Context: an optimization exercise on an open-source flow, tuned for small area, a short achievable clock period and few clock cycles. The choices shown serve that exercise and are no tape-out recipe. Where RTL was checked, it was by simulation tests only, not by an equivalence proof against the original. For run 1, only the layout was checked, not whether the RTL still works. Power figures rest on the tool's default switching activity, not on a simulated workload.

==> flow/design.v (outline; a module is shown in full before it is edited, if it fits) <==
// module systolic_4x4: 142 lines
// module mac32: 1120 lines
module systolic_4x4 (
    input logic go,
    input logic clk,
    input logic reset,
    output logic done,
    output logic [4:0] t0_addr0,
    input logic [31:0] t0_read_data,
    output logic [4:0] t1_addr0,
    input logic [31:0] t1_read_data,
    output logic [4:0] t2_addr0,
    input logic [31:0] t2_read_data,
    output logic [4:0] t3_addr0,
    input logic [31:0] t3_read_data,
    output logic [4:0] l0_addr0,
    input logic [31:0] l0_read_data,
    output logic [4:0] l1_addr0,
    input logic [31:0] l1_read_data,
    output logic [4:0] l2_addr0,
    input logic [31:0] l2_read_data,
    output logic [4:0] l3_addr0,
    input logic [31:0] l3_read_data,
    output logic [4:0] out_mem_addr0,
    output logic [4:0] out_mem_addr1,
    output logic [31:0] out_mem_write_data,
    output logic out_mem_write_en
);
  // ...
==> flow/flow/run.sh <==
#!/bin/bash
# The standard layout, with timing repair aiming for a setup slack of
# MARGIN ns at the design's clock period (so the repair works on paths the
# 10 ns constraint alone would leave untouched).
set -euo pipefail
MARGIN=6.6
bash standard.sh SETUP_SLACK_MARGIN=$MARGIN finish > standard_finish.log 2>&1
==> flow/standard.sh <==
#!/bin/bash
# synth_recipe.tcl (not shown) runs the flow's synth.tcl, then flattens the netlist and writes it again
# the make line also repeats each setting of config.mk as NAME=value (left out here)
make -C /OpenROAD-flow-scripts/flow DESIGN_CONFIG=/design/flow/config.mk WORK_HOME=/design/flow/orfs CLKGATE_MAP_FILE= SYNTH_SCRIPT=/design/flow/synth_recipe.tcl "${@:-finish}"
==> flow/config.mk <==
export PLATFORM = sky130hd
export DESIGN_NAME = systolic_4x4
export DESIGN_NICKNAME = systolic_4x4
export VERILOG_FILES = /design/flow/design.v
export SDC_FILE = /design/flow/constraint.sdc
export NUM_CORES = 4
export LEC_CHECK = 0
export ABC_AREA = 1
export CAP_MARGIN = 20
export CORE_MARGIN = 2
export CORE_UTILIZATION = 50
export PLACE_DENSITY = 0.6
export SLEW_MARGIN = 20
==> flow/constraint.sdc <==
create_clock -name core_clock -period 10.0 [get_ports {clk}]
set_input_delay 2.0000 -clock core_clock [delete_from_list [all_inputs] [get_ports {clk}]]
set_output_delay 2.0000 -clock core_clock [all_outputs]
set_load 0.01 [all_outputs]
==> notes.md, run 1 <==
The CTS H-tree depth came out at 4. The vertical die dimension is 396 um. The actual slew at the worst max-slew pin came out at 1.08 ns.

In the layout the commonest cells are inv_1 (1504), dfxtp_1 (992), nand2_1 (963). In this run the count of I/O pins placed on the die edge is about 340. The non-clock inverter count in the final layout is roughly 1700. The post-synthesis adder-cell area fraction came out at 22.8%. For the worst-skew pair, the clock arrives at the later sink with an insertion delay of 0.79 ns. For the clock group, total power comes out at 5.09 mW. The run finished with no timing, DRC or antenna violations. The violation count after the first detailed-route iteration is between 9000 and 10000. The class of the tightest hold or removal check is reg2reg. The DRC violation count after routing came out at 0. The combinational cell fraction of total power came out at 52.9%. The power per cell area is 308 nW/um2.

The relative slew slack came out at 28.1%. The top achievable clock speed came out at roughly 0.28 GHz. The netlist uses 57 different library cells. In this run the remaining antenna-violating nets after routing total 0. The xor/xnor share of the synthesized area is 10.0%. The area enclosed by the die boundary is 157000 um2. The critical path is of the in2reg type. The global-route usage over all layers is 40.1%.

The area of the mapped netlist is 76800 um2. Wire segments on met3 add up to 39300 um in the final route. The combined buffer and inverter count along the critical path came out at 5.

The cell depth of the worst hold path is 0. The layout contains a multi-input combinational cell count of 5414. The detail-routed net length per standard cell is 28.7 um. For this run, the post-layout net count is 10400.

The count of antenna diodes in the layout came out at 13. The wire length on met2 is around 130000 um. Counting the fill cells in the layout gives 13400. The shortest period the worst path allows is ~3.5 ns. In this run, synthesis inferred 0 flip-flops with an integrated enable.

Of the total synthesized cell area, the portion taken by AND, OR, NAND and NOR gates is 8.79%. The cell area reported after detailed placement is ~81000 um2. Ranked by total cell area, the synthesized netlist is headed by dfxtp_1 (30%), fa_1 (18%), xor2_1 (8.9%).

Once routing completed, OpenROAD measured the worst setup slack at 6.46 ns. The library cell contributing the largest single delay on the critical path is fa_2. The average vias per placed instance came out at 6.08.

Summed over all failing endpoints, the final setup total negative slack is 0 ns. The number of post-CTS setup repair buffers came out at approximately 150.
==> module systolic_4x4, before the edit <==
module systolic_4x4 (
    input logic go,
    input logic clk,
    input logic reset,
    output logic done,
    output logic [4:0] t0_addr0,
    input logic [31:0] t0_read_data,
    output logic [4:0] t1_addr0,
    input logic [31:0] t1_read_data,
    output logic [4:0] t2_addr0,
    input logic [31:0] t2_read_data,
    output logic [4:0] t3_addr0,
    input logic [31:0] t3_read_data,
    output logic [4:0] l0_addr0,
    input logic [31:0] l0_read_data,
    output logic [4:0] l1_addr0,
    input logic [31:0] l1_read_data,
    output logic [4:0] l2_addr0,
    input logic [31:0] l2_read_data,
    output logic [4:0] l3_addr0,
    input logic [31:0] l3_read_data,
    output logic [4:0] out_mem_addr0,
    output logic [4:0] out_mem_addr1,
    output logic [31:0] out_mem_write_data,
    output logic out_mem_write_en
);
  localparam int LAT = 2;
  localparam int LAST = 68 + LAT;
  logic [6:0] cnt;
  logic [3:0] l_addr;
  logic [3:0] t_addr [4];
  logic [1:0] row;           
  logic [31:0] lr [4];
  logic [31:0] lr3 [4];      
  logic [9:0] t_s1 [4];
  logic [9:0] t_s2 [4];
  logic [9:0] t_s3 [4];
  logic [9:0] t_s4 [4];
  logic [9:0] t_neg [4];
  logic [1:0] t_e [4];
  logic [3:0] first;
  logic [31:0] acc_s [4];    
  logic [31:0] acc_c [4];
  logic [31:0] ns [4];
  logic [31:0] nc [4];
  logic [3:0] fin;           
  logic [1:0] wr_row;
  logic [1:0] wr_col;
  logic [31:0] wr_data;
  logic wr_en;
  logic done_r;
  always_ff @(posedge clk) begin
    if (reset) begin
      cnt <= '0;
      l_addr <= '0;
      row <= '0;
      for (int j = 0; j < 4; j++) t_addr[j] <= 4'(-j);
      first <= '0;
      fin <= '0;
      wr_en <= 1'b0;
      done_r <= 1'b0;
    end else if (go) begin
      if (cnt != LAST) cnt <= cnt + 7'd1;
      l_addr <= l_addr + 4'd1;
      if (l_addr == 4'd15) row <= row + 2'd1;
      for (int j = 0; j < 4; j++) t_addr[j] <= t_addr[j] + 4'd1;
      for (int j = 0; j < 4; j++)
        first[j] <= (t_addr[j] == 4'(LAT - 1)) && (cnt >= 7'(j + LAT - 1)) && (cnt <= 7'(j + LAT + 47));
      for (int j = 0; j < 4; j++)
        fin[j] <= (t_addr[j] == 4'(LAT - 1)) && (cnt >= 7'(j + LAT + 15)) && (cnt <= 7'(j + LAT + 63));
      wr_en <= |fin;
      done_r <= (cnt == 7'(LAST - 1));
    end
  end
  function automatic [9:0] booth_sel(input logic [31:0] b, input int k);
    logic [2:0] v;
    logic x3;
    for (int r = 0; r < 10; r++) begin
      v = 3'({1'b0, b[3*r+1], 1'b0}) + 3'(b[3*r]) + 3'((r > 0) ? b[3*r-1] : 1'b0);
      x3 = b[3*r+2];
      booth_sel[r] = x3 ? (3'(4 - k) == v) : (3'(k) == v);
    end
  endfunction
  function automatic [9:0] booth_neg(input logic [31:0] b);
    for (int r = 0; r < 10; r++) booth_neg[r] = b[3*r+2];
  endfunction
  logic [31:0] td [4];
  assign td[0] = t0_read_data;
  assign td[1] = t1_read_data;
  assign td[2] = t2_read_data;
  assign td[3] = t3_read_data;
  logic [31:0] ld;
  assign ld = (row == 2'd0) ? l0_read_data :
              (row == 2'd1) ? l1_read_data :
              (row == 2'd2) ? l2_read_data : l3_read_data;
  always_ff @(posedge clk) begin
    logic [1:0] sel;
    lr[0] <= ld;
    lr3[0] <= ld + {ld[30:0], 1'b0};
    for (int j = 1; j < 4; j++) begin
      lr[j] <= lr[j-1];
      lr3[j] <= lr3[j-1];
    end
    for (int j = 0; j < 4; j++) begin
      t_s1[j] <= booth_sel(td[j], 1);
      t_s2[j] <= booth_sel(td[j], 2);
      t_s3[j] <= booth_sel(td[j], 3);
      t_s4[j] <= booth_sel(td[j], 4);
      t_neg[j] <= booth_neg(td[j]);
      t_e[j] <= {td[j][31] ^ (td[j][30] & td[j][29]), td[j][30] ^ td[j][29]};
    end
    for (int j = 0; j < 4; j++) begin
      acc_s[j] <= ns[j];
      acc_c[j] <= nc[j];
    end
    sel = fin[1] ? 2'd1 : fin[2] ? 2'd2 : fin[3] ? 2'd3 : 2'd0;
    wr_data <= acc_s[sel] + acc_c[sel];
    wr_col <= sel;
    wr_row <= 2'((cnt - 7'(sel) - 7'(LAT + 1)) >> 4);
  end
  for (genvar j = 0; j < 4; j++) begin : g_mac
    mac32 u_mac (
        .clk(clk),
        .a(lr[j]), .a3(lr3[j]), .bs1(t_s1[j]), .bs2(t_s2[j]), .bs3(t_s3[j]), .bs4(t_s4[j]),
        .bneg(t_neg[j]), .be(t_e[j]),
        .si(first[j] ? 32'd0 : acc_s[j]), .ci(first[j] ? 32'd0 : acc_c[j]),
        .so(ns[j]), .co(nc[j]));
  end
  assign done = done_r;
  assign out_mem_write_en = wr_en;
  assign out_mem_write_data = wr_data;
  assign out_mem_addr0 = {3'd0, wr_row};
  assign out_mem_addr1 = {3'd0, wr_col};
  assign l0_addr0 = {1'b0, l_addr};
  assign l1_addr0 = {1'b0, l_addr};
  assign l2_addr0 = {1'b0, l_addr};
  assign l3_addr0 = {1'b0, l_addr};
  assign t0_addr0 = {1'b0, t_addr[0]};
  assign t1_addr0 = {1'b0, t_addr[1]};
  assign t2_addr0 = {1'b0, t_addr[2]};
  assign t3_addr0 = {1'b0, t_addr[3]};
endmodule
==> run 2: changes to the inputs <==
--- a/flow/design.v
+++ b/flow/design.v
@@ -20,23 +20,24 @@
     output logic [4:0] l3_addr0,
     input logic [31:0] l3_read_data,
     output logic [4:0] out_mem_addr0,
     output logic [4:0] out_mem_addr1,
     output logic [31:0] out_mem_write_data,
     output logic out_mem_write_en
 );
   localparam int LAT = 2;
-  localparam int LAST = 68 + LAT;
+  localparam int D = 2;
+  localparam int LAST = 67 + D + LAT;
   logic [6:0] cnt;
   logic [3:0] l_addr;
   logic [3:0] t_addr [4];
   logic [1:0] row;           
-  logic [31:0] lr [4];
-  logic [31:0] lr3 [4];      
+  logic [31:0] lr [4+D-1];
+  logic [31:0] lr3 [1:4];    
   logic [9:0] t_s1 [4];
   logic [9:0] t_s2 [4];
   logic [9:0] t_s3 [4];
   logic [9:0] t_s4 [4];
   logic [9:0] t_neg [4];
   logic [1:0] t_e [4];
   logic [3:0] first;
   logic [31:0] acc_s [4];    
@@ -49,30 +50,30 @@
   logic [31:0] wr_data;
   logic wr_en;
   logic done_r;
   always_ff @(posedge clk) begin
     if (reset) begin
       cnt <= '0;
       l_addr <= '0;
       row <= '0;
-      for (int j = 0; j < 4; j++) t_addr[j] <= 4'(-j);
+      for (int j = 0; j < 4; j++) t_addr[j] <= 4'(-(j + D - 1));
       first <= '0;
       fin <= '0;
       wr_en <= 1'b0;
       done_r <= 1'b0;
     end else if (go) begin
       if (cnt != LAST) cnt <= cnt + 7'd1;
       l_addr <= l_addr + 4'd1;
       if (l_addr == 4'd15) row <= row + 2'd1;
       for (int j = 0; j < 4; j++) t_addr[j] <= t_addr[j] + 4'd1;
       for (int j = 0; j < 4; j++)
-        first[j] <= (t_addr[j] == 4'(LAT - 1)) && (cnt >= 7'(j + LAT - 1)) && (cnt <= 7'(j + LAT + 47));
+        first[j] <= (t_addr[j] == 4'(LAT - 1)) && (cnt >= 7'(j + D + LAT - 2)) && (cnt <= 7'(j + D + LAT + 46));
       for (int j = 0; j < 4; j++)
-        fin[j] <= (t_addr[j] == 4'(LAT - 1)) && (cnt >= 7'(j + LAT + 15)) && (cnt <= 7'(j + LAT + 63));
+        fin[j] <= (t_addr[j] == 4'(LAT - 1)) && (cnt >= 7'(j + D + LAT + 14)) && (cnt <= 7'(j + D + LAT + 62));
       wr_en <= |fin;
       done_r <= (cnt == 7'(LAST - 1));
     end
   end
   function automatic [9:0] booth_sel(input logic [31:0] b, input int k);
     logic [2:0] v;
     logic x3;
     for (int r = 0; r < 10; r++) begin
@@ -91,42 +92,40 @@
   assign td[3] = t3_read_data;
   logic [31:0] ld;
   assign ld = (row == 2'd0) ? l0_read_data :
               (row == 2'd1) ? l1_read_data :
               (row == 2'd2) ? l2_read_data : l3_read_data;
   always_ff @(posedge clk) begin
     logic [1:0] sel;
     lr[0] <= ld;
-    lr3[0] <= ld + {ld[30:0], 1'b0};
-    for (int j = 1; j < 4; j++) begin
-      lr[j] <= lr[j-1];
-      lr3[j] <= lr3[j-1];
-    end
+    for (int j = 1; j < 5; j++) lr[j] <= lr[j-1];
+    lr3[1] <= lr[0] + {lr[0][30:0], 1'b0};
+    for (int j = 2; j < 5; j++) lr3[j] <= lr3[j-1];
     for (int j = 0; j < 4; j++) begin
       t_s1[j] <= booth_sel(td[j], 1);
       t_s2[j] <= booth_sel(td[j], 2);
       t_s3[j] <= booth_sel(td[j], 3);
       t_s4[j] <= booth_sel(td[j], 4);
       t_neg[j] <= booth_neg(td[j]);
       t_e[j] <= {td[j][31] ^ (td[j][30] & td[j][29]), td[j][30] ^ td[j][29]};
     end
     for (int j = 0; j < 4; j++) begin
       acc_s[j] <= ns[j];
       acc_c[j] <= nc[j];
     end
     sel = fin[1] ? 2'd1 : fin[2] ? 2'd2 : fin[3] ? 2'd3 : 2'd0;
     wr_data <= acc_s[sel] + acc_c[sel];
     wr_col <= sel;
-    wr_row <= 2'((cnt - 7'(sel) - 7'(LAT + 1)) >> 4);
+    wr_row <= 2'((cnt - 7'(sel) - 7'(D + LAT)) >> 4);
   end
   for (genvar j = 0; j < 4; j++) begin : g_mac
     mac32 u_mac (
         .clk(clk),
-        .a(lr[j]), .a3(lr3[j]), .bs1(t_s1[j]), .bs2(t_s2[j]), .bs3(t_s3[j]), .bs4(t_s4[j]),
+        .a(lr[j+1]), .a3(lr3[j+1]), .bs1(t_s1[j]), .bs2(t_s2[j]), .bs3(t_s3[j]), .bs4(t_s4[j]),
         .bneg(t_neg[j]), .be(t_e[j]),
         .si(first[j] ? 32'd0 : acc_s[j]), .ci(first[j] ? 32'd0 : acc_c[j]),
         .so(ns[j]), .co(nc[j]));
   end
   assign done = done_r;
   assign out_mem_write_en = wr_en;
   assign out_mem_write_data = wr_data;
   assign out_mem_addr0 = {3'd0, wr_row};
@@ -427,59 +426,58 @@
   wire s167, c168;
   wire s169, c170;
   wire s171, c172;
   wire s173, c174;
   wire s175, c176;
   wire s177, c178;
   wire s179, c180;
   wire s181, c182;
-  wire s183, c184;
-  wire s185, c186;
-  wire s187, c188;
-  wire s189, c190;
-  wire s191, c192;
-  wire s193, c194;
-  wire s195, c196;
-  wire s197, c198;
-  wire s199, c200;
-  wire s201, c202;
-  wire s203, c204;
-  wire s205, c206;
-  wire s207, c208;
-  wire s209, c210;
-  wire s211, c212;
-  wire s213, c214;
-  wire s215, c216;
-  wire s217, c218;
-  wire s219, c220;
-  wire s221, c222;
-  wire s223, c224;
-  wire s225, c226;
-  wire s227, c228;
-  wire s229, c230;
-  wire s231, c232;
-  wire x233;
-  wire x234;
-  wire x235;
-  wire x236;
-  wire x237;
-  wire x238;
-  wire x239;
-  wire x240;
-  wire x241;
-  wire x242;
-  wire x243;
-  wire x244;
-  wire x245;
-  wire x246;
-  wire x247;
-  wire x248;
-  wire x249;
-  reg [88:0] p1;
+  wire x183;
+  wire x184;
+  wire x185;
+  wire x186;
+  wire x187;
+  wire x188;
+  wire x189;
+  wire x190;
+  wire x191;
+  wire x192;
+  wire x193;
+  wire x194;
+  wire x195;
+  wire x196;
+  wire x197;
+  reg [112:0] p1;
+  wire s198, c199;
+  wire s200, c201;
+  wire s202, c203;
+  wire s204, c205;
+  wire s206, c207;
+  wire s208, c209;
+  wire s210, c211;
+  wire s212, c213;
+  wire s214, c215;
+  wire s216, c217;
+  wire s218, c219;
+  wire s220, c221;
+  wire s222, c223;
+  wire s224, c225;
+  wire s226, c227;
+  wire s228, c229;
+  wire s230, c231;
+  wire s232, c233;
+  wire s234, c235;
+  wire s236, c237;
+  wire s238, c239;
+  wire s240, c241;
+  wire s242, c243;
+  wire s244, c245;
+  wire s246, c247;
+  wire s248, c249;
   wire s250, c251;
   wire s252, c253;
   wire s254, c255;
   wire s256, c257;
   wire s258, c259;
   wire s260, c261;
   wire s262, c263;
   wire s264, c265;
@@ -559,17 +557,18 @@
   wire s412, c413;
   wire s414, c415;
   wire s416, c417;
   wire s418, c419;
   wire s420, c421;
   wire s422, c423;
   wire s424, c425;
   wire s426, c427;
-  wire s428, c429;
+  wire x428;
+  wire x429;
   wire x430;
   wire x431;
   wire x432;
   wire x433;
   wire x434;
   wire x435;
   assign pp0_0 = ((bs1[0] & a[0]) | (bs3[0] & a3[0])) ^ bneg[0];
   assign pp0_1 = ((bs1[0] & a[1]) | (bs3[0] & a3[1]) | (bs2[0] & a[0])) ^ bneg[0];
@@ -936,327 +935,327 @@
   assign s175 = c84 ^ s89 ^ c86;
   assign c176 = (c84 & s89) | (c86 & (c84 ^ s89));
   assign s177 = s91 ^ c88 ^ s93;
   assign c178 = (s91 & c88) | (s93 & (s91 ^ c88));
   assign s179 = c90 ^ s95 ^ c92;
   assign c180 = (c90 & s95) | (c92 & (c90 ^ s95));
   assign s181 = s97 ^ c94 ^ s99;
   assign c182 = (s97 & c94) | (s99 & (s97 ^ c94));
-  assign s183 = bneg[2] ^ pp0_6;
-  assign c184 = bneg[2] & pp0_6;
-  assign s185 = pp0_7 ^ pp1_4;
-  assign c186 = pp0_7 & pp1_4;
-  assign s187 = pp0_8 ^ pp1_5;
-  assign c188 = pp0_8 & pp1_5;
-  assign s189 = pp1_6 ^ pp2_3 ^ pp3_0;
-  assign c190 = (pp1_6 & pp2_3) | (pp3_0 & (pp1_6 ^ pp2_3));
-  assign s191 = pp2_4 ^ pp3_1 ^ c102;
-  assign c192 = (pp2_4 & pp3_1) | (c102 & (pp2_4 ^ pp3_1));
-  assign s193 = pp2_5 ^ pp3_2 ^ c104;
-  assign c194 = (pp2_5 & pp3_2) | (c104 & (pp2_5 ^ pp3_2));
-  assign s195 = pp4_0 ^ c106 ^ s109;
-  assign c196 = (pp4_0 & c106) | (s109 & (pp4_0 ^ c106));
-  assign s197 = c110 ^ s113 ^ c108;
-  assign c198 = (c110 & s113) | (c108 & (c110 ^ s113));
-  assign s199 = c114 ^ s117 ^ c112;
-  assign c200 = (c114 & s117) | (c112 & (c114 ^ s117));
-  assign s201 = c118 ^ c116 ^ s119;
-  assign c202 = (c118 & c116) | (s119 & (c118 ^ c116));
-  assign s203 = c120 ^ s123 ^ c122;
-  assign c204 = (c120 & s123) | (c122 & (c120 ^ s123));
-  assign s205 = c124 ^ s127 ^ c126;
-  assign c206 = (c124 & s127) | (c126 & (c124 ^ s127));
-  assign s207 = c128 ^ s131 ^ c130;
-  assign c208 = (c128 & s131) | (c130 & (c128 ^ s131));
-  assign s209 = c132 ^ s135 ^ c134;
-  assign c210 = (c132 & s135) | (c134 & (c132 ^ s135));
-  assign s211 = c136 ^ s139 ^ c138;
-  assign c212 = (c136 & s139) | (c138 & (c136 ^ s139));
-  assign s213 = c140 ^ s143 ^ c142;
-  assign c214 = (c140 & s143) | (c142 & (c140 ^ s143));
-  assign s215 = c144 ^ c146 ^ s147;
-  assign c216 = (c144 & c146) | (s147 & (c144 ^ c146));
-  assign s217 = c148 ^ c150 ^ s151;
-  assign c218 = (c148 & c150) | (s151 & (c148 ^ c150));
-  assign s219 = c152 ^ c154 ^ s155;
-  assign c220 = (c152 & c154) | (s155 & (c152 ^ c154));
-  assign s221 = c156 ^ s159 ^ c158;
-  assign c222 = (c156 & s159) | (c158 & (c156 ^ s159));
-  assign s223 = c160 ^ s163 ^ c162;
-  assign c224 = (c160 & s163) | (c162 & (c160 ^ s163));
-  assign s225 = c164 ^ s167 ^ c166;
-  assign c226 = (c164 & s167) | (c166 & (c164 ^ s167));
-  assign s227 = c168 ^ s171 ^ c170;
-  assign c228 = (c168 & s171) | (c170 & (c168 ^ s171));
-  assign s229 = c172 ^ s175 ^ c174;
-  assign c230 = (c172 & s175) | (c174 & (c172 ^ s175));
-  assign s231 = c176 ^ s179 ^ c178;
-  assign c232 = (c176 & s179) | (c178 & (c176 ^ s179));
-  assign x233 = q31a ^ q31b;
-  assign x234 = x233 ^ pp0_31;
-  assign x235 = pp1_28 ^ pp2_25;
-  assign x236 = pp3_22 ^ pp4_19;
-  assign x237 = pp5_16 ^ pp6_13;
-  assign x238 = pp7_10 ^ pp8_7;
-  assign x239 = pp9_4 ^ x234;
-  assign x240 = x235 ^ x236;
-  assign x241 = x237 ^ x238;
-  assign x242 = c20 ^ c22;
-  assign x243 = c96 ^ x239;
-  assign x244 = x240 ^ x241;
-  assign x245 = c98 ^ x242;
-  assign x246 = x243 ^ x244;
-  assign x247 = c100 ^ x245;
-  assign x248 = x246 ^ c180;
-  assign x249 = x247 ^ c182;
-  assign s250 = ci[3] ^ p1[4];
-  assign c251 = ci[3] & p1[4];
-  assign s252 = ci[4] ^ p1[7];
-  assign c253 = ci[4] & p1[7];
-  assign s254 = ci[5] ^ p1[10];
-  assign c255 = ci[5] & p1[10];
-  assign s256 = ci[6] ^ p1[11] ^ p1[12];
-  assign c257 = (ci[6] & p1[11]) | (p1[12] & (ci[6] ^ p1[11]));
-  assign s258 = ci[7] ^ p1[14] ^ p1[15];
-  assign c259 = (ci[7] & p1[14]) | (p1[15] & (ci[7] ^ p1[14]));
-  assign s260 = ci[8] ^ p1[17] ^ p1[18];
-  assign c261 = (ci[8] & p1[17]) | (p1[18] & (ci[8] ^ p1[17]));
-  assign s262 = ci[9] ^ p1[20] ^ p1[21];
-  assign c263 = (ci[9] & p1[20]) | (p1[21] & (ci[9] ^ p1[20]));
-  assign s264 = ci[10] ^ p1[23] ^ p1[24];
-  assign c265 = (ci[10] & p1[23]) | (p1[24] & (ci[10] ^ p1[23]));
-  assign s266 = ci[11] ^ p1[26] ^ p1[27];
-  assign c267 = (ci[11] & p1[26]) | (p1[27] & (ci[11] ^ p1[26]));
-  assign s268 = ci[12] ^ p1[29] ^ p1[30];
-  assign c269 = (ci[12] & p1[29]) | (p1[30] & (ci[12] ^ p1[29]));
-  assign s270 = ci[13] ^ p1[32] ^ p1[33];
-  assign c271 = (ci[13] & p1[32]) | (p1[33] & (ci[13] ^ p1[32]));
-  assign s272 = ci[14] ^ p1[35] ^ p1[36];
-  assign c273 = (ci[14] & p1[35]) | (p1[36] & (ci[14] ^ p1[35]));
-  assign s274 = ci[15] ^ p1[38] ^ p1[39];
-  assign c275 = (ci[15] & p1[38]) | (p1[39] & (ci[15] ^ p1[38]));
-  assign s276 = ci[16] ^ p1[41] ^ p1[42];
-  assign c277 = (ci[16] & p1[41]) | (p1[42] & (ci[16] ^ p1[41]));
-  assign s278 = ci[17] ^ p1[44] ^ p1[45];
-  assign c279 = (ci[17] & p1[44]) | (p1[45] & (ci[17] ^ p1[44]));
-  assign s280 = ci[18] ^ p1[47] ^ p1[48];
-  assign c281 = (ci[18] & p1[47]) | (p1[48] & (ci[18] ^ p1[47]));
-  assign s282 = ci[19] ^ p1[50] ^ p1[51];
-  assign c283 = (ci[19] & p1[50]) | (p1[51] & (ci[19] ^ p1[50]));
-  assign s284 = ci[20] ^ p1[53] ^ p1[54];
-  assign c285 = (ci[20] & p1[53]) | (p1[54] & (ci[20] ^ p1[53]));
-  assign s286 = ci[21] ^ p1[56] ^ p1[57];
-  assign c287 = (ci[21] & p1[56]) | (p1[57] & (ci[21] ^ p1[56]));
-  assign s288 = ci[22] ^ p1[59] ^ p1[60];
-  assign c289 = (ci[22] & p1[59]) | (p1[60] & (ci[22] ^ p1[59]));
-  assign s290 = ci[23] ^ p1[62] ^ p1[63];
-  assign c291 = (ci[23] & p1[62]) | (p1[63] & (ci[23] ^ p1[62]));
-  assign s292 = ci[24] ^ p1[65] ^ p1[66];
-  assign c293 = (ci[24] & p1[65]) | (p1[66] & (ci[24] ^ p1[65]));
-  assign s294 = ci[25] ^ p1[68] ^ p1[69];
-  assign c295 = (ci[25] & p1[68]) | (p1[69] & (ci[25] ^ p1[68]));
-  assign s296 = ci[26] ^ p1[71] ^ p1[72];
-  assign c297 = (ci[26] & p1[71]) | (p1[72] & (ci[26] ^ p1[71]));
-  assign s298 = ci[27] ^ p1[74] ^ p1[75];
-  assign c299 = (ci[27] & p1[74]) | (p1[75] & (ci[27] ^ p1[74]));
-  assign s300 = ci[28] ^ p1[77] ^ p1[78];
-  assign c301 = (ci[28] & p1[77]) | (p1[78] & (ci[28] ^ p1[77]));
-  assign s302 = ci[29] ^ p1[80] ^ p1[81];
-  assign c303 = (ci[29] & p1[80]) | (p1[81] & (ci[29] ^ p1[80]));
-  assign s304 = ci[30] ^ p1[83] ^ p1[84];
-  assign c305 = (ci[30] & p1[83]) | (p1[84] & (ci[30] ^ p1[83]));
-  assign s306 = ci[0] ^ p1[0];
-  assign c307 = ci[0] & p1[0];
-  assign s308 = ci[1] ^ p1[2];
-  assign c309 = ci[1] & p1[2];
-  assign s310 = ci[2] ^ p1[3];
-  assign c311 = ci[2] & p1[3];
-  assign s312 = p1[5] ^ p1[6] ^ si[3];
-  assign c313 = (p1[5] & p1[6]) | (si[3] & (p1[5] ^ p1[6]));
-  assign s314 = p1[8] ^ si[4] ^ c251;
-  assign c315 = (p1[8] & si[4]) | (c251 & (p1[8] ^ si[4]));
-  assign s316 = p1[9] ^ si[5] ^ c253;
-  assign c317 = (p1[9] & si[5]) | (c253 & (p1[9] ^ si[5]));
-  assign s318 = p1[13] ^ si[6] ^ c255;
-  assign c319 = (p1[13] & si[6]) | (c255 & (p1[13] ^ si[6]));
-  assign s320 = p1[16] ^ si[7] ^ c257;
-  assign c321 = (p1[16] & si[7]) | (c257 & (p1[16] ^ si[7]));
-  assign s322 = p1[19] ^ si[8] ^ c259;
-  assign c323 = (p1[19] & si[8]) | (c259 & (p1[19] ^ si[8]));
-  assign s324 = p1[22] ^ si[9] ^ c261;
-  assign c325 = (p1[22] & si[9]) | (c261 & (p1[22] ^ si[9]));
-  assign s326 = p1[25] ^ si[10] ^ c263;
-  assign c327 = (p1[25] & si[10]) | (c263 & (p1[25] ^ si[10]));
-  assign s328 = p1[28] ^ si[11] ^ c265;
-  assign c329 = (p1[28] & si[11]) | (c265 & (p1[28] ^ si[11]));
-  assign s330 = p1[31] ^ si[12] ^ c267;
-  assign c331 = (p1[31] & si[12]) | (c267 & (p1[31] ^ si[12]));
-  assign s332 = p1[34] ^ si[13] ^ c269;
-  assign c333 = (p1[34] & si[13]) | (c269 & (p1[34] ^ si[13]));
-  assign s334 = p1[37] ^ si[14] ^ c271;
-  assign c335 = (p1[37] & si[14]) | (c271 & (p1[37] ^ si[14]));
-  assign s336 = p1[40] ^ si[15] ^ c273;
-  assign c337 = (p1[40] & si[15]) | (c273 & (p1[40] ^ si[15]));
-  assign s338 = p1[43] ^ si[16] ^ c275;
-  assign c339 = (p1[43] & si[16]) | (c275 & (p1[43] ^ si[16]));
-  assign s340 = p1[46] ^ si[17] ^ c277;
-  assign c341 = (p1[46] & si[17]) | (c277 & (p1[46] ^ si[17]));
-  assign s342 = p1[49] ^ si[18] ^ c279;
-  assign c343 = (p1[49] & si[18]) | (c279 & (p1[49] ^ si[18]));
-  assign s344 = p1[52] ^ si[19] ^ c281;
-  assign c345 = (p1[52] & si[19]) | (c281 & (p1[52] ^ si[19]));
-  assign s346 = p1[55] ^ si[20] ^ c283;
-  assign c347 = (p1[55] & si[20]) | (c283 & (p1[55] ^ si[20]));
-  assign s348 = p1[58] ^ si[21] ^ c285;
-  assign c349 = (p1[58] & si[21]) | (c285 & (p1[58] ^ si[21]));
-  assign s350 = p1[61] ^ si[22] ^ c287;
-  assign c351 = (p1[61] & si[22]) | (c287 & (p1[61] ^ si[22]));
-  assign s352 = p1[64] ^ si[23] ^ c289;
-  assign c353 = (p1[64] & si[23]) | (c289 & (p1[64] ^ si[23]));
-  assign s354 = p1[67] ^ si[24] ^ c291;
-  assign c355 = (p1[67] & si[24]) | (c291 & (p1[67] ^ si[24]));
-  assign s356 = p1[70] ^ si[25] ^ c293;
-  assign c357 = (p1[70] & si[25]) | (c293 & (p1[70] ^ si[25]));
-  assign s358 = p1[73] ^ si[26] ^ c295;
-  assign c359 = (p1[73] & si[26]) | (c295 & (p1[73] ^ si[26]));
-  assign s360 = p1[76] ^ si[27] ^ c297;
-  assign c361 = (p1[76] & si[27]) | (c297 & (p1[76] ^ si[27]));
-  assign s362 = p1[79] ^ si[28] ^ c299;
-  assign c363 = (p1[79] & si[28]) | (c299 & (p1[79] ^ si[28]));
-  assign s364 = p1[82] ^ si[29] ^ c301;
-  assign c365 = (p1[82] & si[29]) | (c301 & (p1[82] ^ si[29]));
-  assign s366 = p1[85] ^ si[30] ^ c303;
-  assign c367 = (p1[85] & si[30]) | (c303 & (p1[85] ^ si[30]));
-  assign s368 = p1[1] ^ si[0];
-  assign c369 = p1[1] & si[0];
-  assign s370 = si[1] ^ c307 ^ s308;
-  assign c371 = (si[1] & c307) | (s308 & (si[1] ^ c307));
-  assign s372 = si[2] ^ c309 ^ s310;
-  assign c373 = (si[2] & c309) | (s310 & (si[2] ^ c309));
-  assign s374 = c311 ^ s250 ^ s312;
-  assign c375 = (c311 & s250) | (s312 & (c311 ^ s250));
-  assign s376 = s252 ^ c313 ^ s314;
-  assign c377 = (s252 & c313) | (s314 & (s252 ^ c313));
-  assign s378 = s254 ^ c315 ^ s316;
-  assign c379 = (s254 & c315) | (s316 & (s254 ^ c315));
-  assign s380 = s256 ^ c317 ^ s318;
-  assign c381 = (s256 & c317) | (s318 & (s256 ^ c317));
-  assign s382 = s258 ^ c319 ^ s320;
-  assign c383 = (s258 & c319) | (s320 & (s258 ^ c319));
-  assign s384 = s260 ^ c321 ^ s322;
-  assign c385 = (s260 & c321) | (s322 & (s260 ^ c321));
-  assign s386 = s262 ^ c323 ^ s324;
-  assign c387 = (s262 & c323) | (s324 & (s262 ^ c323));
-  assign s388 = s264 ^ c325 ^ s326;
-  assign c389 = (s264 & c325) | (s326 & (s264 ^ c325));
-  assign s390 = s266 ^ c327 ^ s328;
-  assign c391 = (s266 & c327) | (s328 & (s266 ^ c327));
-  assign s392 = s268 ^ c329 ^ s330;
-  assign c393 = (s268 & c329) | (s330 & (s268 ^ c329));
-  assign s394 = s270 ^ c331 ^ s332;
-  assign c395 = (s270 & c331) | (s332 & (s270 ^ c331));
-  assign s396 = s272 ^ c333 ^ s334;
-  assign c397 = (s272 & c333) | (s334 & (s272 ^ c333));
-  assign s398 = s274 ^ c335 ^ s336;
-  assign c399 = (s274 & c335) | (s336 & (s274 ^ c335));
-  assign s400 = s276 ^ c337 ^ s338;
-  assign c401 = (s276 & c337) | (s338 & (s276 ^ c337));
-  assign s402 = s278 ^ c339 ^ s340;
-  assign c403 = (s278 & c339) | (s340 & (s278 ^ c339));
-  assign s404 = s280 ^ c341 ^ s342;
-  assign c405 = (s280 & c341) | (s342 & (s280 ^ c341));
-  assign s406 = s282 ^ c343 ^ s344;
-  assign c407 = (s282 & c343) | (s344 & (s282 ^ c343));
-  assign s408 = s284 ^ c345 ^ s346;
-  assign c409 = (s284 & c345) | (s346 & (s284 ^ c345));
-  assign s410 = s286 ^ c347 ^ s348;
-  assign c411 = (s286 & c347) | (s348 & (s286 ^ c347));
-  assign s412 = s288 ^ c349 ^ s350;
-  assign c413 = (s288 & c349) | (s350 & (s288 ^ c349));
-  assign s414 = s290 ^ c351 ^ s352;
-  assign c415 = (s290 & c351) | (s352 & (s290 ^ c351));
-  assign s416 = s292 ^ c353 ^ s354;
-  assign c417 = (s292 & c353) | (s354 & (s292 ^ c353));
-  assign s418 = s294 ^ c355 ^ s356;
-  assign c419 = (s294 & c355) | (s356 & (s294 ^ c355));
-  assign s420 = s296 ^ c357 ^ s358;
-  assign c421 = (s296 & c357) | (s358 & (s296 ^ c357));
-  assign s422 = s298 ^ c359 ^ s360;
-  assign c423 = (s298 & c359) | (s360 & (s298 ^ c359));
-  assign s424 = s300 ^ c361 ^ s362;
-  assign c425 = (s300 & c361) | (s362 & (s300 ^ c361));
+  assign x183 = q31a ^ q31b;
+  assign x184 = x183 ^ pp0_31;
+  assign x185 = pp1_28 ^ pp2_25;
+  assign x186 = pp3_22 ^ pp4_19;
+  assign x187 = pp5_16 ^ pp6_13;
+  assign x188 = pp7_10 ^ pp8_7;
+  assign x189 = pp9_4 ^ x184;
+  assign x190 = x185 ^ x186;
+  assign x191 = x187 ^ x188;
+  assign x192 = c20 ^ c22;
+  assign x193 = c96 ^ x189;
+  assign x194 = x190 ^ x191;
+  assign x195 = c98 ^ x192;
+  assign x196 = x193 ^ x194;
+  assign x197 = c100 ^ x195;
+  assign s198 = ci[3] ^ p1[4];
+  assign c199 = ci[3] & p1[4];
+  assign s200 = ci[4] ^ p1[7];
+  assign c201 = ci[4] & p1[7];
+  assign s202 = ci[5] ^ p1[10];
+  assign c203 = ci[5] & p1[10];
+  assign s204 = ci[6] ^ p1[11] ^ p1[12];
+  assign c205 = (ci[6] & p1[11]) | (p1[12] & (ci[6] ^ p1[11]));
+  assign s206 = p1[13] ^ p1[14];
+  assign c207 = p1[13] & p1[14];
+  assign s208 = ci[7] ^ p1[15] ^ p1[16];
+  assign c209 = (ci[7] & p1[15]) | (p1[16] & (ci[7] ^ p1[15]));
+  assign s210 = p1[17] ^ si[7];
+  assign c211 = p1[17] & si[7];
+  assign s212 = ci[8] ^ p1[18] ^ p1[19];
+  assign c213 = (ci[8] & p1[18]) | (p1[19] & (ci[8] ^ p1[18]));
+  assign s214 = p1[20] ^ si[8];
+  assign c215 = p1[20] & si[8];
+  assign s216 = ci[9] ^ p1[21] ^ p1[22];
+  assign c217 = (ci[9] & p1[21]) | (p1[22] & (ci[9] ^ p1[21]));
+  assign s218 = p1[23] ^ p1[24] ^ si[9];
+  assign c219 = (p1[23] & p1[24]) | (si[9] & (p1[23] ^ p1[24]));
+  assign s220 = ci[10] ^ p1[25] ^ p1[26];
+  assign c221 = (ci[10] & p1[25]) | (p1[26] & (ci[10] ^ p1[25]));
+  assign s222 = p1[27] ^ p1[28] ^ si[10];
+  assign c223 = (p1[27] & p1[28]) | (si[10] & (p1[27] ^ p1[28]));
+  assign s224 = ci[11] ^ p1[29] ^ p1[30];
+  assign c225 = (ci[11] & p1[29]) | (p1[30] & (ci[11] ^ p1[29]));
+  assign s226 = p1[31] ^ p1[32] ^ si[11];
+  assign c227 = (p1[31] & p1[32]) | (si[11] & (p1[31] ^ p1[32]));
+  assign s228 = ci[12] ^ p1[33] ^ p1[34];
+  assign c229 = (ci[12] & p1[33]) | (p1[34] & (ci[12] ^ p1[33]));
+  assign s230 = p1[35] ^ p1[36] ^ si[12];
+  assign c231 = (p1[35] & p1[36]) | (si[12] & (p1[35] ^ p1[36]));
+  assign s232 = ci[13] ^ p1[37] ^ p1[38];
+  assign c233 = (ci[13] & p1[37]) | (p1[38] & (ci[13] ^ p1[37]));
+  assign s234 = p1[39] ^ p1[40] ^ si[13];
+  assign c235 = (p1[39] & p1[40]) | (si[13] & (p1[39] ^ p1[40]));
+  assign s236 = ci[14] ^ p1[41] ^ p1[42];
+  assign c237 = (ci[14] & p1[41]) | (p1[42] & (ci[14] ^ p1[41]));
+  assign s238 = p1[43] ^ p1[44] ^ si[14];
+  assign c239 = (p1[43] & p1[44]) | (si[14] & (p1[43] ^ p1[44]));
+  assign s240 = ci[15] ^ p1[45] ^ p1[46];
+  assign c241 = (ci[15] & p1[45]) | (p1[46] & (ci[15] ^ p1[45]));
+  assign s242 = p1[47] ^ p1[48] ^ si[15];
+  assign c243 = (p1[47] & p1[48]) | (si[15] & (p1[47] ^ p1[48]));
+  assign s244 = ci[16] ^ p1[49] ^ p1[50];
+  assign c245 = (ci[16] & p1[49]) | (p1[50] & (ci[16] ^ p1[49]));
+  assign s246 = p1[51] ^ p1[52] ^ si[16];
+  assign c247 = (p1[51] & p1[52]) | (si[16] & (p1[51] ^ p1[52]));
+  assign s248 = ci[17] ^ p1[53] ^ p1[54];
+  assign c249 = (ci[17] & p1[53]) | (p1[54] & (ci[17] ^ p1[53]));
+  assign s250 = p1[55] ^ p1[56] ^ si[17];
+  assign c251 = (p1[55] & p1[56]) | (si[17] & (p1[55] ^ p1[56]));
+  assign s252 = ci[18] ^ p1[57] ^ p1[58];
+  assign c253 = (ci[18] & p1[57]) | (p1[58] & (ci[18] ^ p1[57]));
+  assign s254 = p1[59] ^ p1[60] ^ si[18];
+  assign c255 = (p1[59] & p1[60]) | (si[18] & (p1[59] ^ p1[60]));
+  assign s256 = ci[19] ^ p1[61] ^ p1[62];
+  assign c257 = (ci[19] & p1[61]) | (p1[62] & (ci[19] ^ p1[61]));
+  assign s258 = p1[63] ^ p1[64] ^ si[19];
+  assign c259 = (p1[63] & p1[64]) | (si[19] & (p1[63] ^ p1[64]));
+  assign s260 = ci[20] ^ p1[65] ^ p1[66];
+  assign c261 = (ci[20] & p1[65]) | (p1[66] & (ci[20] ^ p1[65]));
+  assign s262 = p1[67] ^ p1[68] ^ si[20];
+  assign c263 = (p1[67] & p1[68]) | (si[20] & (p1[67] ^ p1[68]));
+  assign s264 = ci[21] ^ p1[69] ^ p1[70];
+  assign c265 = (ci[21] & p1[69]) | (p1[70] & (ci[21] ^ p1[69]));
+  assign s266 = p1[71] ^ p1[72] ^ si[21];
+  assign c267 = (p1[71] & p1[72]) | (si[21] & (p1[71] ^ p1[72]));
+  assign s268 = ci[22] ^ p1[73] ^ p1[74];
+  assign c269 = (ci[22] & p1[73]) | (p1[74] & (ci[22] ^ p1[73]));
+  assign s270 = p1[75] ^ p1[76] ^ si[22];
+  assign c271 = (p1[75] & p1[76]) | (si[22] & (p1[75] ^ p1[76]));
+  assign s272 = ci[23] ^ p1[77] ^ p1[78];
+  assign c273 = (ci[23] & p1[77]) | (p1[78] & (ci[23] ^ p1[77]));
+  assign s274 = p1[79] ^ p1[80] ^ si[23];
+  assign c275 = (p1[79] & p1[80]) | (si[23] & (p1[79] ^ p1[80]));
+  assign s276 = ci[24] ^ p1[81] ^ p1[82];
+  assign c277 = (ci[24] & p1[81]) | (p1[82] & (ci[24] ^ p1[81]));
+  assign s278 = p1[83] ^ p1[84] ^ si[24];
+  assign c279 = (p1[83] & p1[84]) | (si[24] & (p1[83] ^ p1[84]));
+  assign s280 = ci[25] ^ p1[85] ^ p1[86];
+  assign c281 = (ci[25] & p1[85]) | (p1[86] & (ci[25] ^ p1[85]));
+  assign s282 = p1[87] ^ p1[88] ^ si[25];
+  assign c283 = (p1[87] & p1[88]) | (si[25] & (p1[87] ^ p1[88]));
+  assign s284 = ci[26] ^ p1[89] ^ p1[90];
+  assign c285 = (ci[26] & p1[89]) | (p1[90] & (ci[26] ^ p1[89]));
+  assign s286 = p1[91] ^ p1[92] ^ si[26];
+  assign c287 = (p1[91] & p1[92]) | (si[26] & (p1[91] ^ p1[92]));
+  assign s288 = ci[27] ^ p1[93] ^ p1[94];
+  assign c289 = (ci[27] & p1[93]) | (p1[94] & (ci[27] ^ p1[93]));
+  assign s290 = p1[95] ^ p1[96] ^ si[27];
+  assign c291 = (p1[95] & p1[96]) | (si[27] & (p1[95] ^ p1[96]));
+  assign s292 = ci[28] ^ p1[100] ^ p1[97];
+  assign c293 = (ci[28] & p1[100]) | (p1[97] & (ci[28] ^ p1[100]));
+  assign s294 = p1[98] ^ p1[99] ^ si[28];
+  assign c295 = (p1[98] & p1[99]) | (si[28] & (p1[98] ^ p1[99]));
+  assign s296 = ci[29] ^ p1[101] ^ p1[102];
+  assign c297 = (ci[29] & p1[101]) | (p1[102] & (ci[29] ^ p1[101]));
+  assign s298 = p1[103] ^ p1[104] ^ si[29];
+  assign c299 = (p1[103] & p1[104]) | (si[29] & (p1[103] ^ p1[104]));
+  assign s300 = ci[30] ^ p1[105] ^ p1[106];
+  assign c301 = (ci[30] & p1[105]) | (p1[106] & (ci[30] ^ p1[105]));
+  assign s302 = p1[107] ^ p1[108] ^ si[30];
+  assign c303 = (p1[107] & p1[108]) | (si[30] & (p1[107] ^ p1[108]));
+  assign s304 = ci[0] ^ p1[0];
+  assign c305 = ci[0] & p1[0];
+  assign s306 = ci[1] ^ p1[2];
+  assign c307 = ci[1] & p1[2];
+  assign s308 = ci[2] ^ p1[3];
+  assign c309 = ci[2] & p1[3];
+  assign s310 = p1[5] ^ p1[6] ^ si[3];
+  assign c311 = (p1[5] & p1[6]) | (si[3] & (p1[5] ^ p1[6]));
+  assign s312 = p1[8] ^ si[4] ^ c199;
+  assign c313 = (p1[8] & si[4]) | (c199 & (p1[8] ^ si[4]));
+  assign s314 = p1[9] ^ si[5] ^ c201;
+  assign c315 = (p1[9] & si[5]) | (c201 & (p1[9] ^ si[5]));
+  assign s316 = si[6] ^ c203 ^ s206;
+  assign c317 = (si[6] & c203) | (s206 & (si[6] ^ c203));
+  assign s318 = c207 ^ s210 ^ c205;
+  assign c319 = (c207 & s210) | (c205 & (c207 ^ s210));
+  assign s320 = c211 ^ s214 ^ c209;
+  assign c321 = (c211 & s214) | (c209 & (c211 ^ s214));
+  assign s322 = c215 ^ c213 ^ s216;
+  assign c323 = (c215 & c213) | (s216 & (c215 ^ c213));
+  assign s324 = c217 ^ c219 ^ s220;
+  assign c325 = (c217 & c219) | (s220 & (c217 ^ c219));
+  assign s326 = c221 ^ c223 ^ s224;
+  assign c327 = (c221 & c223) | (s224 & (c221 ^ c223));
+  assign s328 = c225 ^ c227 ^ s228;
+  assign c329 = (c225 & c227) | (s228 & (c225 ^ c227));
+  assign s330 = c229 ^ c231 ^ s232;
+  assign c331 = (c229 & c231) | (s232 & (c229 ^ c231));
+  assign s332 = c233 ^ c235 ^ s236;
+  assign c333 = (c233 & c235) | (s236 & (c233 ^ c235));
+  assign s334 = c237 ^ c239 ^ s240;
+  assign c335 = (c237 & c239) | (s240 & (c237 ^ c239));
+  assign s336 = c241 ^ c243 ^ s244;
+  assign c337 = (c241 & c243) | (s244 & (c241 ^ c243));
+  assign s338 = c245 ^ c247 ^ s248;
+  assign c339 = (c245 & c247) | (s248 & (c245 ^ c247));
+  assign s340 = c249 ^ c251 ^ s252;
+  assign c341 = (c249 & c251) | (s252 & (c249 ^ c251));
+  assign s342 = c253 ^ c255 ^ s256;
+  assign c343 = (c253 & c255) | (s256 & (c253 ^ c255));
+  assign s344 = c257 ^ c259 ^ s260;
+  assign c345 = (c257 & c259) | (s260 & (c257 ^ c259));
+  assign s346 = c261 ^ c263 ^ s264;
+  assign c347 = (c261 & c263) | (s264 & (c261 ^ c263));
+  assign s348 = c265 ^ c267 ^ s268;
+  assign c349 = (c265 & c267) | (s268 & (c265 ^ c267));
+  assign s350 = c269 ^ c271 ^ s272;
+  assign c351 = (c269 & c271) | (s272 & (c269 ^ c271));
+  assign s352 = c273 ^ c275 ^ s276;
+  assign c353 = (c273 & c275) | (s276 & (c273 ^ c275));
+  assign s354 = c277 ^ c279 ^ s280;
+  assign c355 = (c277 & c279) | (s280 & (c277 ^ c279));
+  assign s356 = c281 ^ c283 ^ s284;
+  assign c357 = (c281 & c283) | (s284 & (c281 ^ c283));
+  assign s358 = c285 ^ c287 ^ s288;
+  assign c359 = (c285 & c287) | (s288 & (c285 ^ c287));
+  assign s360 = c289 ^ c291 ^ s292;
+  assign c361 = (c289 & c291) | (s292 & (c289 ^ c291));
+  assign s362 = c293 ^ c295 ^ s296;
+  assign c363 = (c293 & c295) | (s296 & (c293 ^ c295));
+  assign s364 = c297 ^ c299 ^ s300;
+  assign c365 = (c297 & c299) | (s300 & (c297 ^ c299));
+  assign s366 = p1[1] ^ si[0];
+  assign c367 = p1[1] & si[0];
+  assign s368 = si[1] ^ c305 ^ s306;
+  assign c369 = (si[1] & c305) | (s306 & (si[1] ^ c305));
+  assign s370 = si[2] ^ c307 ^ s308;
+  assign c371 = (si[2] & c307) | (s308 & (si[2] ^ c307));
+  assign s372 = c309 ^ s198 ^ s310;
+  assign c373 = (c309 & s198) | (s310 & (c309 ^ s198));
+  assign s374 = s200 ^ c311 ^ s312;
+  assign c375 = (s200 & c311) | (s312 & (s200 ^ c311));
+  assign s376 = s202 ^ c313 ^ s314;
+  assign c377 = (s202 & c313) | (s314 & (s202 ^ c313));
+  assign s378 = s204 ^ c315 ^ s316;
+  assign c379 = (s204 & c315) | (s316 & (s204 ^ c315));
+  assign s380 = s208 ^ c317 ^ s318;
+  assign c381 = (s208 & c317) | (s318 & (s208 ^ c317));
+  assign s382 = s212 ^ c319 ^ s320;
+  assign c383 = (s212 & c319) | (s320 & (s212 ^ c319));
+  assign s384 = s218 ^ c321 ^ s322;
+  assign c385 = (s218 & c321) | (s322 & (s218 ^ c321));
+  assign s386 = s222 ^ c323 ^ s324;
+  assign c387 = (s222 & c323) | (s324 & (s222 ^ c323));
+  assign s388 = s226 ^ c325 ^ s326;
+  assign c389 = (s226 & c325) | (s326 & (s226 ^ c325));
+  assign s390 = s230 ^ c327 ^ s328;
+  assign c391 = (s230 & c327) | (s328 & (s230 ^ c327));
+  assign s392 = s234 ^ c329 ^ s330;
+  assign c393 = (s234 & c329) | (s330 & (s234 ^ c329));
+  assign s394 = s238 ^ c331 ^ s332;
+  assign c395 = (s238 & c331) | (s332 & (s238 ^ c331));
+  assign s396 = s242 ^ c333 ^ s334;
+  assign c397 = (s242 & c333) | (s334 & (s242 ^ c333));
+  assign s398 = s246 ^ c335 ^ s336;
+  assign c399 = (s246 & c335) | (s336 & (s246 ^ c335));
+  assign s400 = s250 ^ c337 ^ s338;
+  assign c401 = (s250 & c337) | (s338 & (s250 ^ c337));
+  assign s402 = s254 ^ c339 ^ s340;
+  assign c403 = (s254 & c339) | (s340 & (s254 ^ c339));
+  assign s404 = s258 ^ c341 ^ s342;
+  assign c405 = (s258 & c341) | (s342 & (s258 ^ c341));
+  assign s406 = s262 ^ c343 ^ s344;
+  assign c407 = (s262 & c343) | (s344 & (s262 ^ c343));
+  assign s408 = s266 ^ c345 ^ s346;
+  assign c409 = (s266 & c345) | (s346 & (s266 ^ c345));
+  assign s410 = s270 ^ c347 ^ s348;
+  assign c411 = (s270 & c347) | (s348 & (s270 ^ c347));
+  assign s412 = s274 ^ c349 ^ s350;
+  assign c413 = (s274 & c349) | (s350 & (s274 ^ c349));
+  assign s414 = s278 ^ c351 ^ s352;
+  assign c415 = (s278 & c351) | (s352 & (s278 ^ c351));
+  assign s416 = s282 ^ c353 ^ s354;
+  assign c417 = (s282 & c353) | (s354 & (s282 ^ c353));
+  assign s418 = s286 ^ c355 ^ s356;
+  assign c419 = (s286 & c355) | (s356 & (s286 ^ c355));
+  assign s420 = s290 ^ c357 ^ s358;
+  assign c421 = (s290 & c357) | (s358 & (s290 ^ c357));
+  assign s422 = s294 ^ c359 ^ s360;
+  assign c423 = (s294 & c359) | (s360 & (s294 ^ c359));
+  assign s424 = s298 ^ c361 ^ s362;
+  assign c425 = (s298 & c361) | (s362 & (s298 ^ c361));
   assign s426 = s302 ^ c363 ^ s364;
   assign c427 = (s302 & c363) | (s364 & (s302 ^ c363));
-  assign s428 = s304 ^ c365 ^ s366;
-  assign c429 = (s304 & c365) | (s366 & (s304 ^ c365));
-  assign x430 = ci[31] ^ p1[86];
-  assign x431 = p1[87] ^ p1[88];
-  assign x432 = si[31] ^ x430;
-  assign x433 = x431 ^ c305;
+  assign x428 = ci[31] ^ p1[109];
+  assign x429 = p1[110] ^ p1[111];
+  assign x430 = p1[112] ^ si[31];
+  assign x431 = x428 ^ x429;
+  assign x432 = x430 ^ c301;
+  assign x433 = c303 ^ x431;
   assign x434 = x432 ^ x433;
-  assign x435 = c367 ^ x434;
-  always @(posedge clk) p1 <= {c232, x249, x248, c230, s181, s231, c228, s177, s229, c226, s173, s227, c224, s169, s225, c222, s165, s223, c220, s161, s221, c218, s157, s219, c216, s153, s217, c214, s149, s215, c212, s145, s213, c210, s141, s211, c208, s137, s209, c206, s133, s207, c204, s129, s205, c202, s125, s203, c200, s121, s201, c198, s115, s199, c196, s111, s197, c194, s107, s195, c192, s105, s193, c190, s103, s191, c188, s101, s189, c186, pp2_2, s187, c184, pp2_1, s185, pp2_0, pp1_3, s183, pp1_2, pp0_5, pp1_1, pp0_4, pp1_0, pp0_3, bneg[1], pp0_2, pp0_1, pp0_0, bneg[0]};
-  assign so[0] = s368;
-  assign co[0] = s306;
-  assign so[1] = s370;
-  assign co[1] = c369;
-  assign so[2] = s372;
-  assign co[2] = c371;
-  assign so[3] = s374;
-  assign co[3] = c373;
-  assign so[4] = s376;
-  assign co[4] = c375;
-  assign so[5] = s378;
-  assign co[5] = c377;
-  assign so[6] = s380;
-  assign co[6] = c379;
-  assign so[7] = s382;
-  assign co[7] = c381;
-  assign so[8] = s384;
-  assign co[8] = c383;
-  assign so[9] = s386;
-  assign co[9] = c385;
-  assign so[10] = s388;
-  assign co[10] = c387;
-  assign so[11] = s390;
-  assign co[11] = c389;
-  assign so[12] = s392;
-  assign co[12] = c391;
-  assign so[13] = s394;
-  assign co[13] = c393;
-  assign so[14] = s396;
-  assign co[14] = c395;
-  assign so[15] = s398;
-  assign co[15] = c397;
-  assign so[16] = s400;
-  assign co[16] = c399;
-  assign so[17] = s402;
-  assign co[17] = c401;
-  assign so[18] = s404;
-  assign co[18] = c403;
-  assign so[19] = s406;
-  assign co[19] = c405;
-  assign so[20] = s408;
-  assign co[20] = c407;
-  assign so[21] = s410;
-  assign co[21] = c409;
-  assign so[22] = s412;
-  assign co[22] = c411;
-  assign so[23] = s414;
-  assign co[23] = c413;
-  assign so[24] = s416;
-  assign co[24] = c415;
-  assign so[25] = s418;
-  assign co[25] = c417;
-  assign so[26] = s420;
-  assign co[26] = c419;
-  assign so[27] = s422;
-  assign co[27] = c421;
-  assign so[28] = s424;
-  assign co[28] = c423;
-  assign so[29] = s426;
-  assign co[29] = c425;
-  assign so[30] = s428;
-  assign co[30] = c427;
-  assign so[31] = x435;
-  assign co[31] = c429;
+  assign x435 = c365 ^ x434;
+  always @(posedge clk) p1 <= {c182, x197, c180, x196, c178, c176, s181, s179, c174, c172, s177, s175, c170, c168, s173, s171, c166, c164, s169, s167, c162, c160, s165, s163, c158, c156, s161, s159, c154, c152, s157, s155, c150, c148, s153, s151, c146, c144, s149, s147, c142, c140, s145, s143, c138, c136, s141, s139, c134, c132, s137, s135, c130, c128, s133, s131, c126, c124, s129, s127, c122, c120, s125, s123, c118, c116, s121, s119, c114, c112, s117, s115, c110, c108, s113, s111, c106, pp4_0, s109, s107, c104, pp3_2, pp2_5, s105, c102, pp3_1, pp2_4, s103, pp3_0, pp2_3, pp1_6, s101, pp2_2, pp1_5, pp0_8, pp2_1, pp1_4, pp0_7, pp2_0, pp1_3, pp0_6, bneg[2], pp1_2, pp0_5, pp1_1, pp0_4, pp1_0, pp0_3, bneg[1], pp0_2, pp0_1, pp0_0, bneg[0]};
+  assign so[0] = s366;
+  assign co[0] = s304;
+  assign so[1] = s368;
+  assign co[1] = c367;
+  assign so[2] = s370;
+  assign co[2] = c369;
+  assign so[3] = s372;
+  assign co[3] = c371;
+  assign so[4] = s374;
+  assign co[4] = c373;
+  assign so[5] = s376;
+  assign co[5] = c375;
+  assign so[6] = s378;
+  assign co[6] = c377;
+  assign so[7] = s380;
+  assign co[7] = c379;
+  assign so[8] = s382;
+  assign co[8] = c381;
+  assign so[9] = s384;
+  assign co[9] = c383;
+  assign so[10] = s386;
+  assign co[10] = c385;
+  assign so[11] = s388;
+  assign co[11] = c387;
+  assign so[12] = s390;
+  assign co[12] = c389;
+  assign so[13] = s392;
+  assign co[13] = c391;
+  assign so[14] = s394;
+  assign co[14] = c393;
+  assign so[15] = s396;
+  assign co[15] = c395;
+  assign so[16] = s398;
+  assign co[16] = c397;
+  assign so[17] = s400;
+  assign co[17] = c399;
+  assign so[18] = s402;
+  assign co[18] = c401;
+  assign so[19] = s404;
+  assign co[19] = c403;
+  assign so[20] = s406;
+  assign co[20] = c405;
+  assign so[21] = s408;
+  assign co[21] = c407;
+  assign so[22] = s410;
+  assign co[22] = c409;
+  assign so[23] = s412;
+  assign co[23] = c411;
+  assign so[24] = s414;
+  assign co[24] = c413;
+  assign so[25] = s416;
+  assign co[25] = c415;
+  assign so[26] = s418;
+  assign co[26] = c417;
+  assign so[27] = s420;
+  assign co[27] = c419;
+  assign so[28] = s422;
+  assign co[28] = c421;
+  assign so[29] = s424;
+  assign co[29] = c423;
+  assign so[30] = s426;
+  assign co[30] = c425;
+  assign so[31] = c427;
+  assign co[31] = x435;
 endmodule
==> flow/flow/run.sh (replaced) <==
#!/bin/bash
# The standard layout, with timing repair aiming for a setup slack of
# MARGIN ns at the design's clock period (so the repair works on paths the
# 10 ns constraint alone would leave untouched).
set -euo pipefail
MARGIN=6.8
bash standard.sh SETUP_SLACK_MARGIN=$MARGIN finish > standard_finish.log 2>&1
==> run 2 against run 1 <==
Non-clock buffer count down 110. Highest routed layer unchanged. Routed wire length up 1.1%. Clock power up 12%. Largest cell class unchanged. Register-to-register slack better by 0.20 ns. Power up 7.8%. Count of clock-buffer cells in the layout up 3. Flip-flop and latch count up 128. Utilization down 1.9 points.
==> notes.md, run 2 <==
The number of cells on the critical path came to 1 (was 17). The total number of placement rows is 145 (was 143). The number of library cell types mapped by synthesis is 52 (was 57). The multiplexer share of the synthesized area is 0.406% (was 0%).

The post-synthesis adder-cell area fraction came out at 22.2% (was 22.8%). The number of sinks handled by clock tree synthesis came to 1275 (was 1147). The area of the core came to 156000 um2 (was 152000 um2). The TritonCTS clock tree is built (unchanged). The CTS H-tree depth came out at 4 (unchanged).

The endpoint class of the critical path is an output port (was flip-flop). The post-layout utilization of the core is 58.1% (was 60.0%). The actual slew at the worst max-slew pin is 1.11 ns (was 1.08 ns). The overall via count from detail_route came to 68500 (was 68600). The number of hold violations in the final report was 0 (unchanged).

The quantity of hold-fixing buffers added after cts was 0 (unchanged). The flip-flop count of the largest register after layout came out at 452 (was 356). The beginning of the worst register-to-register path is lr3[2][6] (was lr3[2][26]). The xor/xnor share of the synthesized area is 9.70% (was 10.0%). The count of antenna-violating nets left after detailed routing was 0 (unchanged). The area fraction in and, or, nand and nor cells after synthesis came out at 8.41% (was 8.79%). The post-synthesis area per instance is 9.00 um2 (was 8.74 um2). The average vias per placed instance is 6.13 (was 6.08). The library cell contributing the largest single delay on the critical path is dfxtp_4 (was fa_2).

The number of buffers on the longest clock path was 3 (unchanged). The power per cell area is 334 nW/um2 (was 308 nW/um2). The area enclosed by the die boundary is 161000 um2 (was 157000 um2). The root buffer cell is clkbuf_16 (unchanged). The launch point of the worst path is wr_data[18] (was l1_read_data[1]). The number of buffers added by the clock tree synthesis step was 144 (was 133). The violation count after the first detailed-route iteration came out at 10200 (was 9835). The number of max-slew violations in the final report was 0 (unchanged). The arrival time of the worst setup path is 1.41 ns (was 4.21 ns). The number of antenna violations at the first check in global routing is 34 (was 32). Main area contributors after synthesis: dfxtp_1 (32%), fa_1 (18%), xor2_1 (8.6%) (was dfxtp_1 (30%), fa_1 (18%), xor2_1 (8.9%)). The top achievable clock speed was 0.294 GHz (was 0.283 GHz). The DRC violation count after routing came out at 0 (unchanged). The top-area cell type share of the netlist area came out at 32.4% (was 29.9%). The insertion delay to the later sink of the worst-skew pair came out at 0.81 ns (was 0.79 ns). The global-route usage over all layers is 39.3% (was 40.1%). The area of the mapped netlist is 78900 um2 (was 76800 um2).

The part of the Yosys area used for sequential elements came to 32.4% (was 29.9%). The count of synthesis-stage warnings from yosys came out at 28 (unchanged). The post-detailed-routing wire length came out at 327000 um (was 324000 um).

The most common flop cell mapped by yosys is dfxtp_1 (unchanged). The signed area change from the synthesized netlist to the final layout came out at 15.2% (was 19.0%). The worst reg2reg path endpoint is g_mac[1].u_mac.p1[94] (was g_mac[2].u_mac.p1[83]). The number of synthesized flops with an enable pin is 0 (unchanged).

The family with the most delay on the worst path is flip-flops (was compound AO/OA/AOI/OAI gates). The via count of the first global-routing pass was 66500 (was 66700). Commonest cells after routing, fill and taps aside: inv_1 (1437), dfxtp_1 (1169), nand2_1 (896) (was inv_1 (1504), dfxtp_1 (992), nand2_1 (963)). The aggregate global routing overflow came out at 0 (unchanged).

The async set or reset register ratio after synthesis came out at 0% (unchanged). The final-layout fill cell count is 14000 (was 13400). The critical path data required time is 8.00 ns (was 10.68 ns). The clock skew after layout is 0.0354 ns (was 0.0317 ns). The type of element launching the critical path is a flip-flop (was primary input). The max-capacitance violation count came to 0 (unchanged). The initial core utilization came out at 50.4% (about the same). The CTS clock-pin slew for the worst setup and hold paths was 0.06 ns (about the same). The leakage power is 40.7 nW (was 41.4 nW). The worst-path maximum fanout is 1 (was 4). The largest register by flop count is g_mac.u_mac.p1 (unchanged).

The endpoint of the worst setup timing path was out_mem_write_data[18] (was lr3[0][31]). The number of nets in the layout is 10200 (was 10400). The routability-driven placement congestion ratio is 1.06 (was 1.03). The largest family of logic cells by synthesized area is adder cells (unchanged). The largest incremental delay on the critical path is 0.46 ns (was 0.34 ns).

The detail-routed net length per standard cell is 29.3 um (was 28.7 um). The register-to-register setup slack came out at 6.74 ns (was 6.54 ns). The critical path class was reg2out (was in2reg). The share of the synthesized area in compound gates (AO/OA/AOI/OAI) is 16.2% (was 16.9%).

The HPWL reported at the end of detailed placement came to 246000 um (was 244000 um). The vertical die dimension is 401 um (was 396 um). The worst ir drop on vdd is 0.000229 V (was 0.000218 V). The die span in x came to 401 um (was 396 um). The most frequent cell after synthesis is inv_1 (unchanged). The largest net degree at the start of global routing came out at 65 (unchanged). Synth top cells by count: inv_1 (1476), dfxtp_1 (1275), nand2_1 (902), xor2_1 (778), fa_1 (702) (was inv_1 (1580), dfxtp_1 (1147), nand2_1 (1022), xor2_1 (780), fa_1 (702)). The final cycle utilization of the critical path is 34.1% (was 35.4%). The count of state elements after synthesis came out at 1275 (was 1147).

The depth of the worst register-to-register path came to 6 (was 10). The share of post-route cells with drive strength above 1 is 10.2% (was 15.2%). The combined buffer and inverter count along the critical path was 1 (was 5). The relative slew slack is 25.7% (was 28.1%). The most common library cell in the layout ignoring fill and taps was inv_1 (unchanged). The final-layout setup total negative slack is 0 ns (unchanged).

In the final layout, the registers with the most flip-flops are g_mac.u_mac.p1 (452), lr (156). The shortest period the worst path allows came to 3.41 ns (was 3.54 ns). Setup repair after global routing missed its margin: yes (unchanged). The class of the tightest hold or removal check is reg2reg (unchanged). The gate count of the mapped netlist is 8761 (was 8785). The total iterations of the first detailed-routing run came out at 14 (was 10). Outcome: no timing/DRC/antenna violations (unchanged).

The count of boundary I/O pins is 343 (unchanged). Critical-path cell list: buf_6 (was clkdlybuf4s15_1, a21oi_2, o31ai_2, o21a_2, buf_6, ha_4, inv_4, fa_2, inv_2, nand2_4, o21ai_4, a21boi_2, o21ai_2, buf_6, nand4_1, nand3b_1, nand2_1). The final count of negative-setup-slack endpoints came to 0 (unchanged). The port buffer count was 328 (unchanged). The top cell type by total area after synthesis is dfxtp_1 (unchanged). The first-pass GRT wire length is 461000 um (was 460000 um).
==> run 2: through the flow <==
| stage | std cells | power, mW | hold WS (ns) | setup slack, ns | instance area, um2 |
|---|---|---|---|---|---|
| after detailed placement | 10800 | 24.1 | 0.340 | 5.69 | 83300 |
| after CTS | 11100 | 29.9 | 0.352 | 6.55 | 89500 |
| after global routing | 11200 | 32.8 | 0.354 | 6.55 | 90800 |
| final | 11200 | 30.4 | 0.353 | 6.59 | 90900 |
| after global placement | 10700 | 23.6 | 0.340 | 5.72 | 83300 |
| after floorplan | 8774 | 17.8 | 0.326 | 7.06 | 78900 |
==> run 2: cell families (layout without fill, tap and decap cells) <==
kind of cell    count (synthesis)  in the layout
flops                        1275           1275
buf+inv                      2123           2446
simple gates                 1625           1627
xor+xnor                      873            873
compound gates               1852           1852
fa+ha+maj                     980            980
mux                            32             32
other cells                     1             32
==> run 2: final cells by class <==
| class | count | area [um2] | share of cell area [%] |
|---|---|---|---|
| repair inverters | 16 | 80.1 | 0.0881 |
| flip-flops and latches | 1275 | 25700 | 28.3 |
| clock buffers | 184 | 4000 | 4.40 |
| clock inverters | 77 | 1140 | 1.26 |
| repair buffers | 588 | 5660 | 6.23 |
| inverters | 1581 | 6220 | 6.85 |
| well taps | 2058 | 2570 | 2.83 |
| multi-input cells | 5378 | 45400 | 50.0 |
| diodes | 18 | 45.0 | 0.0496 |
==> run 2: power by group <==
| group | total [mW] | internal (mW) | leakage, nW | switching [mW] |
|---|---|---|---|---|
| registers | 9.25 | 7.20 | 10.7 | 2.06 |
| clock network | 5.69 | 3.33 | 2.49 | 2.36 |
| logic | 15.4 | 6.04 | 27.5 | 9.40 |
==> run 2: worst min path at each step <==
stage / start / endpoint / slack [ns] / cells past startpoint
floorplan: t_neg[0][0] / g_mac[0].u_mac.p1[0] / 0.33 / 0
global placement: lr[1][30] / lr[2][30] / 0.34 / 0
detailed placement: lr3[1][24] / lr3[2][24] / 0.34 / 0
CTS: lr3[1][24] / lr3[2][24] / 0.35 / 0
global route: lr3[1][31] / lr3[2][31] / 0.35 / 0
finish: lr3[1][31] / lr3[2][31] / 0.35 / 0
==> run 2: timing repair <==
action	in CTS	in global routing
pin swaps	3	24
gates resized for setup	522	192
cloned	15	14
endpoints found under the setup margin	177	146
buffers inserted	49	68
==> run 2: per-layer routing <==
| layer | track usage [%] | vias up | share of wire (%) |
|---|---|---|---|
| met5 | 0 | - | 0.054 |
| li1 | - | 29400 | - |
| met1 | 51.2 | 33100 | 39 |
| met3 | 15.1 | 1154 | 14 |
| met2 | 55.3 | 4769 | 40 |
| met4 | 22.4 | 26 | 6.8 |
Testbench counts of run 2, summed over its fixed seeds: cycles 3,456.

re-timing with driven ports:
The results above use ideal ports. As a check the final layouts listed here were re-extracted and re-timed, cells and wires unchanged.
Step 1 sets driving cells, clkbuf_16 on the clock port and buf_2 on the other inputs (assumed; they add their load-dependent delay and slew).
Step 2 also shifts input and output timing later by t, the mid clock arrival at the registers, as if the neighbouring blocks saw the same clock.
a / b / c = ideal / step 1 / step 2; a / b = the first two.
| run | t, ns | setup WS [ns] | clock arrival spread, ns | slew at the worst register clock pin (ns) |
|---|---|---|---|---|
| run 1 | 0.873 | 6.463 / 6.518 / 5.645 | 0.032 / 0.031 | 0.07 / 0.07 |
| run 2 | 0.883 | 6.594 / 6.504 / 6.063 | 0.044 / 0.045 | 0.07 / 0.07 |
After both steps every run listed still meets setup and hold. The setup slack of run 1, which loses most, moves by +0.055 ns with the drivers and by -0.818 ns with both steps.
